Background: an optimization exercise with open tools, aiming at small area. Do not read the settings as production practice.
At most, simulation tests tie the RTL to the original design; equivalence was not proved.

==> inputs of build 59 <==
==> flow/design.v <==
`timescale 1ns / 1ps
module clk_div(
    input  CLK,
    input  RST,
    input  [3:0] BAUD,
    output TICK
    );
    reg [18:0] s;
    reg        tick_r;
    wire baud_dflt = (BAUD == 4'd5) | (BAUD >= 4'd10);
    wire pre =
      ((BAUD == 4'd0) & ~s[0] & ~s[1] & s[2] & s[3] & s[4] & ~s[5] & ~s[6] & s[7] & s[8] & ~s[9] & s[10] & ~s[11] & s[12] & ~s[13] & s[14] & ~s[16] & ~s[17]) |
      ((BAUD == 4'd1) & s[2] & ~s[3] & ~s[4] & s[5] & ~s[6] & s[7] & s[8] & ~s[9] & s[10] & ~s[11] & ~s[12] & ~s[13] & ~s[14] & s[17] & s[18]) |
      ((BAUD == 4'd2) & ~s[0] & s[1] & s[2] & ~s[5] & s[7] & s[8] & ~s[10] & ~s[11] & ~s[12] & ~s[13] & s[14] & s[15] & s[17] & ~s[18]) |
      ((BAUD == 4'd3) & ~s[0] & s[1] & s[2] & ~s[4] & ~s[5] & ~s[7] & s[8] & s[9] & ~s[11] & s[15] & ~s[16] & ~s[17] & s[18]) |
      ((BAUD == 4'd4) & s[0] & s[1] & s[2] & s[3] & ~s[4] & ~s[6] & s[7] & ~s[10] & s[13] & ~s[15] & ~s[17] & s[18]) |
      (baud_dflt & ~s[1] & s[2] & s[3] & s[5] & s[6] & ~s[7] & ~s[10] & s[13] & ~s[14] & s[16] & s[18]) |
      ((BAUD == 4'd6) & ~s[0] & s[1] & s[2] & s[4] & ~s[5] & ~s[6] & ~s[7] & s[8] & s[13] & ~s[17]) |
      ((BAUD == 4'd7) & ~s[3] & ~s[4] & s[7] & ~s[8] & s[10] & ~s[11] & s[15] & s[16] & s[17]) |
      ((BAUD == 4'd8) & ~s[4] & ~s[6] & s[8] & ~s[9] & s[13] & s[14] & s[15] & ~s[18]) |
      ((BAUD == 4'd9) & ~s[2] & ~s[4] & ~s[5] & s[8] & s[9] & s[10] & ~s[15]);
    always @(posedge CLK) begin
      tick_r <= ~RST & ~tick_r & pre;
      if (RST | tick_r)
        s <= 19'd0;
      else
        s <= ~{s[17:0], s[18] ^ s[17] ^ s[16] ^ s[13]};
    end
    assign TICK = tick_r;
endmodule
`timescale 1ns / 1ps
module memory;
endmodule
`timescale 1ns / 1ps
module circular_buff;
endmodule
`timescale 1ns / 1ps
module uart_tx(
  input        CLK,
  input        RST,
  input        TICK,
  input        EN,
  input        WRITE,
  input  [7:0] WRDATA,
  output       ISFULL,
  output       TX
);
  reg [63:0] slots;
  reg [3:0]  cnt;
  reg [8:0]  sr;
  reg        tx_reg;
  wire       idle  = (sr == 9'd0);
  wire       pop   = TICK & idle & EN & (cnt != 4'd0);
  wire       push  = WRITE & (~cnt[3] | pop);
  wire       inc   = push & ~pop;
  wire       dec   = pop & ~push;
  wire [3:0] tgl   = {(inc & (&cnt[2:0])) | (dec & ~(|cnt[2:0])),
                      (inc & (&cnt[1:0])) | (dec & ~(|cnt[1:0])),
                      (inc & cnt[0]) | (dec & ~cnt[0]),
                      inc | dec};
  reg  [7:0] hdata;
  integer    j;
  always @(*) begin
    hdata = 8'd0;
    for (j = 0; j < 8; j = j + 1)
      hdata = hdata | ({8{pop & (cnt[2:0] == ((j + 1) & 7))}} & slots[j*8 +: 8]);
  end
  always @(posedge CLK) begin
    if (push)
      slots <= {slots[55:0], WRDATA};
  end
  always @(posedge CLK) begin
    if (RST)
      cnt <= 4'd0;
    else
      cnt <= cnt ^ tgl;
  end
  always @(posedge CLK) begin
    if (RST) begin
      sr     <= 9'd0;
      tx_reg <= 1'b1;
    end
    else if (TICK) begin
      tx_reg <= pop ? 1'b0 : (idle | sr[0]);
      sr     <= {pop, hdata | ({8{~pop}} & sr[8:1])};    
    end
  end
  assign ISFULL = cnt[3];
  assign TX     = tx_reg;
endmodule
`timescale 1ns / 1ps
module uart_rx(
  input        CLK,
  input        RST,
  input        TICK,
  input        EN,
  input        RX,
  input        READ,
  output [7:0] RDDATA,
  output       DATARDY
);
  reg [63:0] slots;
  reg [3:0]  k;
  reg [3:0]  st;
  wire       recv   = (st != 4'd0);
  wire       start  = TICK & ~recv & EN & ~RX & ~k[3];
  wire       sample = TICK & recv & (st != 4'd13);
  reg  [3:0] st_nx;
  always @(*) begin
    case (st)
      4'd8: st_nx = 4'd12;
      4'd12: st_nx = 4'd14;
      4'd14: st_nx = 4'd15;
      4'd15: st_nx = 4'd7;
      4'd7: st_nx = 4'd3;
      4'd3: st_nx = 4'd1;
      4'd1: st_nx = 4'd9;
      4'd9: st_nx = 4'd13;
      4'd13: st_nx = 4'd0;
      default: st_nx = 4'd8;
    endcase
  end
  wire       rdy    = (k != 4'd0) & ~((k == 4'd1) & recv);
  wire       pop    = READ & rdy;
  wire       inc    = start & ~pop;
  wire       dec    = pop & ~start;
  wire [3:0] tgl    = {(inc & (&k[2:0])) | (dec & ~(|k[2:0])),
                       (inc & (&k[1:0])) | (dec & ~(|k[1:0])),
                       (inc & k[0]) | (dec & ~k[0]),
                       inc | dec};
  reg  [7:0] head;
  integer    j;
  always @(*) begin
    head = 8'd0;
    for (j = 0; j < 8; j = j + 1)
      head = head | ({8{k[2:0] == ((j + 1) & 7)}} & slots[j*8 +: 8]);
  end
  always @(posedge CLK) begin
    if (start)
      slots[63:8] <= slots[55:0];
    if (start | sample)
      slots[7:0] <= {RX, slots[7:1]};
  end
  always @(posedge CLK) begin
    if (RST)
      k <= 4'd0;
    else
      k <= k ^ tgl;
  end
  always @(posedge CLK) begin
    if (RST)
      st <= 4'd0;
    else if (TICK & (recv | start))
      st <= st_nx;
  end
  assign RDDATA  = head;
  assign DATARDY = rdy;
endmodule
`timescale 1ns / 1ps
module uart_ctrl(
    input CLK,
    input RST,
    input EN,
    input [3:0] BAUD,
    input TXEN,
    input RXEN,
    output TX,
    input RX,
    input WRITE,
    input [7:0] WRDATA,
    output ISFULL,
    input READ,
    output [7:0] RDDATA,
    output DATARDY
    );
    wire tick;
    clk_div clk_div_inst(
      .CLK(CLK),
      .RST(RST),
      .BAUD(BAUD),
      .TICK(tick)
    );
    uart_tx tx(
      .CLK(CLK),
      .RST(RST),
      .TICK(tick),
      .EN(EN & TXEN),
      .WRITE(WRITE),
      .WRDATA(WRDATA),
      .ISFULL(ISFULL),
      .TX(TX)
    );
    uart_rx rx(
      .CLK(CLK),
      .RST(RST),
      .TICK(tick),
      .EN(EN & RXEN),
      .RX(RX),
      .READ(READ),
      .RDDATA(RDDATA),
      .DATARDY(DATARDY)
    );
endmodule
==> flow/flow/run.sh <==
#!/bin/bash
# Layout flow: the standard ORFS flow, with three changes that only save cell
# area: an area-oriented ABC mapping script in synthesis (registers are left as
# the standard synthesis makes them), the smallest buffer on the ports, and a
# clock tree of clkbuf_8 without dummy balancing loads.
set -euo pipefail
W=$(pwd)
F=$W/flow

rm -rf "$W/scripts_area"
cp -r "$FLOW_HOME/scripts" "$W/scripts_area"
cp "$F/abc_area.script" "$W/scripts_area/abc_speed.script"

bash standard.sh synth SCRIPTS_DIR="$W/scripts_area" > "$W/synth.log" 2>&1
bash standard.sh place \
  BUFFER_PORTS_ARGS="-buffer_cell sky130_fd_sc_hd__buf_1" > "$W/place.log" 2>&1
bash standard.sh cts \
  CTS_ARGS="-sink_clustering_enable -repair_clock_nets -dont_use_dummy_load -buf_list sky130_fd_sc_hd__clkbuf_8" \
  > "$W/cts.log" 2>&1
bash standard.sh finish > "$W/finish.log" 2>&1
==> flow/flow/abc_area.script <==
&get -n
&st
&dch
&nf -a
&st
&dch
&nf -a
&put
==> flow/standard.sh <==
#!/bin/bash
# synth_recipe.tcl (not shown) runs the flow's synth.tcl, then flattens the netlist and writes it again
# the make line also repeats each setting of config.mk as NAME=value (left out here)
make -C /OpenROAD-flow-scripts/flow DESIGN_CONFIG=/design/flow/config.mk WORK_HOME=/design/flow/orfs CLKGATE_MAP_FILE= SYNTH_SCRIPT=/design/flow/synth_recipe.tcl "${@:-finish}"
==> flow/config.mk <==
export PLATFORM = sky130hd
export DESIGN_NAME = uart_ctrl
export DESIGN_NICKNAME = uart_ctrl
export VERILOG_FILES = /design/flow/design.v
export SDC_FILE = /design/flow/constraint.sdc
export NUM_CORES = 4
export LEC_CHECK = 0
export CAP_MARGIN = 20
export CORE_MARGIN = 2
export CORE_UTILIZATION = 40
export SLEW_MARGIN = 20
==> flow/constraint.sdc <==
create_clock -name core_clock -period 10.0 [get_ports {CLK}]
set_input_delay 2.0000 -clock core_clock [delete_from_list [all_inputs] [get_ports {CLK}]]
set_output_delay 2.0000 -clock core_clock [all_outputs]
set_load 0.01 [all_outputs]
==> trial 17 (differences from build 59) <==
==> flow/design.v (replaced) <==
`timescale 1ns / 1ps
module clk_div(
    input  CLK,
    input  RST,
    input  [3:0] BAUD,
    output TICK
    );
    reg [18:0] cnt;
    wire baud_dflt = (BAUD == 4'd5) | (BAUD >= 4'd10);
    assign TICK =
      ((BAUD == 4'd0) & cnt[2] & cnt[4] & cnt[9] & cnt[10] & cnt[12] & cnt[16] & cnt[18]) |
      ((BAUD == 4'd1) & cnt[1] & cnt[3] & cnt[8] & cnt[9] & cnt[11] & cnt[15] & cnt[17]) |
      ((BAUD == 4'd2) & cnt[2] & cnt[7] & cnt[8] & cnt[10] & cnt[14] & cnt[16]) |
      ((BAUD == 4'd3) & cnt[1] & cnt[6] & cnt[7] & cnt[9] & cnt[13] & cnt[15]) |
      ((BAUD == 4'd4) & cnt[5] & cnt[6] & cnt[8] & cnt[12] & cnt[14]) |
      (baud_dflt & cnt[4] & cnt[5] & cnt[7] & cnt[11] & cnt[13]) |
      ((BAUD == 4'd6) & cnt[0] & cnt[1] & cnt[2] & cnt[4] & cnt[6] & cnt[10] & cnt[12]) |
      ((BAUD == 4'd7) & cnt[0] & cnt[1] & cnt[3] & cnt[5] & cnt[9] & cnt[11]) |
      ((BAUD == 4'd8) & cnt[0] & cnt[1] & cnt[2] & cnt[6] & cnt[7] & cnt[9] & cnt[10]) |
      ((BAUD == 4'd9) & cnt[0] & cnt[1] & cnt[5] & cnt[6] & cnt[8] & cnt[9]);
    always @(posedge CLK) begin
      if (RST | TICK)
        cnt <= 19'd0;
      else
        cnt <= cnt + 19'd1;
    end
endmodule
`timescale 1ns / 1ps
module memory;
endmodule
`timescale 1ns / 1ps
module circular_buff;
endmodule
`timescale 1ns / 1ps
module uart_tx(
  input        CLK,
  input        RST,
  input        TICK,
  input        EN,
  input        WRITE,
  input  [7:0] WRDATA,
  output       ISFULL,
  output       TX
);
  reg [63:0] slots;
  reg [3:0]  cnt;
  reg [8:0]  sr;
  reg        tx_reg;
  wire       idle  = (sr == 9'd0);
  wire       pop   = TICK & idle & EN & (cnt != 4'd0);
  wire       push  = WRITE & (~cnt[3] | pop);
  reg  [7:0] hdata;
  integer    j;
  always @(*) begin
    hdata = 8'd0;
    for (j = 0; j < 8; j = j + 1)
      hdata = hdata | ({8{cnt[2:0] == ((j + 1) & 7)}} & slots[j*8 +: 8]);
  end
  always @(posedge CLK) begin
    if (push)
      slots <= {slots[55:0], WRDATA};
  end
  always @(posedge CLK) begin
    if (RST)
      cnt <= 4'd0;
    else if (push & ~pop)
      cnt <= cnt + 4'd1;
    else if (pop & ~push)
      cnt <= cnt - 4'd1;
  end
  always @(posedge CLK) begin
    if (RST) begin
      sr     <= 9'd0;
      tx_reg <= 1'b1;
    end
    else if (TICK) begin
      tx_reg <= pop ? 1'b0 : (idle | sr[0]);
      sr     <= pop ? {1'b1, hdata} : {1'b0, sr[8:1]};
    end
  end
  assign ISFULL = cnt[3];
  assign TX     = tx_reg;
endmodule
`timescale 1ns / 1ps
module uart_rx(
  input        CLK,
  input        RST,
  input        TICK,
  input        EN,
  input        RX,
  input        READ,
  output [7:0] RDDATA,
  output       DATARDY
);
  reg [63:0] slots;
  reg [3:0]  k;
  reg [3:0]  st;      
  wire       recv   = (st != 4'd0);
  wire       start  = TICK & ~recv & EN & ~RX & ~k[3];
  wire       sample = TICK & recv & (st != 4'd9);
  wire       rdy    = (k != 4'd0) & ~((k == 4'd1) & recv);
  wire       pop    = READ & rdy;
  reg  [7:0] head;
  integer    j;
  always @(*) begin
    head = 8'd0;
    for (j = 0; j < 8; j = j + 1)
      head = head | ({8{k[2:0] == ((j + 1) & 7)}} & slots[j*8 +: 8]);
  end
  always @(posedge CLK) begin
    if (start)
      slots[63:8] <= slots[55:0];
    if (start | sample)
      slots[7:0] <= {RX, slots[7:1]};
  end
  always @(posedge CLK) begin
    if (RST)
      k <= 4'd0;
    else if (start & ~pop)
      k <= k + 4'd1;
    else if (pop & ~start)
      k <= k - 4'd1;
  end
  always @(posedge CLK) begin
    if (RST)
      st <= 4'd0;
    else if (TICK) begin
      if (st == 4'd9)
        st <= 4'd0;
      else if (recv | start)
        st <= st + 4'd1;
    end
  end
  assign RDDATA  = head;
  assign DATARDY = rdy;
endmodule
`timescale 1ns / 1ps
module uart_ctrl(
    input CLK,
    input RST,
    input EN,
    input [3:0] BAUD,
    input TXEN,
    input RXEN,
    output TX,
    input RX,
    input WRITE,
    input [7:0] WRDATA,
    output ISFULL,
    input READ,
    output [7:0] RDDATA,
    output DATARDY
    );
    wire tick;
    clk_div clk_div_inst(
      .CLK(CLK),
      .RST(RST),
      .BAUD(BAUD),
      .TICK(tick)
    );
    uart_tx tx(
      .CLK(CLK),
      .RST(RST),
      .TICK(tick),
      .EN(EN & TXEN),
      .WRITE(WRITE),
      .WRDATA(WRDATA),
      .ISFULL(ISFULL),
      .TX(TX)
    );
    uart_rx rx(
      .CLK(CLK),
      .RST(RST),
      .TICK(tick),
      .EN(EN & RXEN),
      .RX(RX),
      .READ(READ),
      .RDDATA(RDDATA),
      .DATARDY(DATARDY)
    );
endmodule
==> flow_metrics.env <==
export IMPL_synth_compound_area_share_pct=13.17
export IMPL_wl_met2_mm=6.088
export IMPL_place_congestion=0.8916
export IMPL_regToRegSetupSlack_ns=5.80
export IMPL_cp_num_cells=17
export IMPL_path_cells="buf_1, nand4bb_1, nor4_1, nor4_1, nand4_1, nand2_1, a21boi_4, buf_4, ha_1, clkinv_1, ha_1, a21o_1, a21oi_1, o21ai_0, a21oi_1, o21bai_1, a21oi_1"
export IMPL_grt_total_usage_pct=16.13
export IMPL_final_cells=726
export IMPL_drtIter0Drc=460
export IMPL_synth_xor_area_share_pct=0.7982
export IMPL_clock_sinks=169
export IMPL_areaGrowthSynthToFinish_pct=10.41
export IMPL_status="no timing/DRC/antenna violations"
export IMPL_worstPathArrival_ns=5.85
export IMPL_yosys_top_cells_count="edfxtp_1 (128), dfxtp_1 (41), a222oi_1 (26), nand3_1 (26)"
export IMPL_die_y_um=132.3
export IMPL_setup_ws_ns=4.516
-- figures above: trial 17

==> flow_metrics.env <==
export IMPL_setup_ws_ns=5.576
export IMPL_grt_total_usage_pct=16.36
export IMPL_wl_met2_mm=6.104
export IMPL_drtIter0Drc=435
export IMPL_yosys_top_cells_count="edfxtp_1 (128), nor2_1 (46), dfxtp_1 (42)"
export IMPL_cp_num_cells=6
export IMPL_status="no timing/DRC/antenna violations"
export IMPL_synth_xor_area_share_pct=0.4097
export IMPL_areaGrowthSynthToFinish_pct=11.76
export IMPL_synth_compound_area_share_pct=12.82
-- figures above: build 59

For build 59, only the layout was checked, not whether the RTL still works.

## what the ideal ports hide
In the flow no input, the clock included, has a driving cell. The finished layouts below were timed again as built, in two steps. Step 1, drivers: a clkbuf_16 drives CLK and a buf_2 each remaining input, both assumed. Step 2 moves the port delays by t, midway between the first and last clock arrival at a register: inputs arrive t later, outputs are due t later. That takes back most of the time a late clock gives input paths. Slacks: ideal ports / drivers / drivers and shift; pairs: ideal ports / drivers.
| run | t, ns | slack for setup (ns) | hold slack, ns | worst setup path at the end |
|---|---|---|---|---|
| build 59 | 0.460 | 5.576 / 5.542 / 5.418 | 0.436 / 0.436 / 0.436 | input to register |
| trial 17 | 0.475 | 4.516 / 4.529 / 4.054 | 0.426 / 0.426 / 0.426 | input to register |
After both steps setup and hold are still met in every run listed. For trial 17, which loses most, drivers alone change the setup slack by +0.013 ns; drivers and shift together by -0.462 ns.
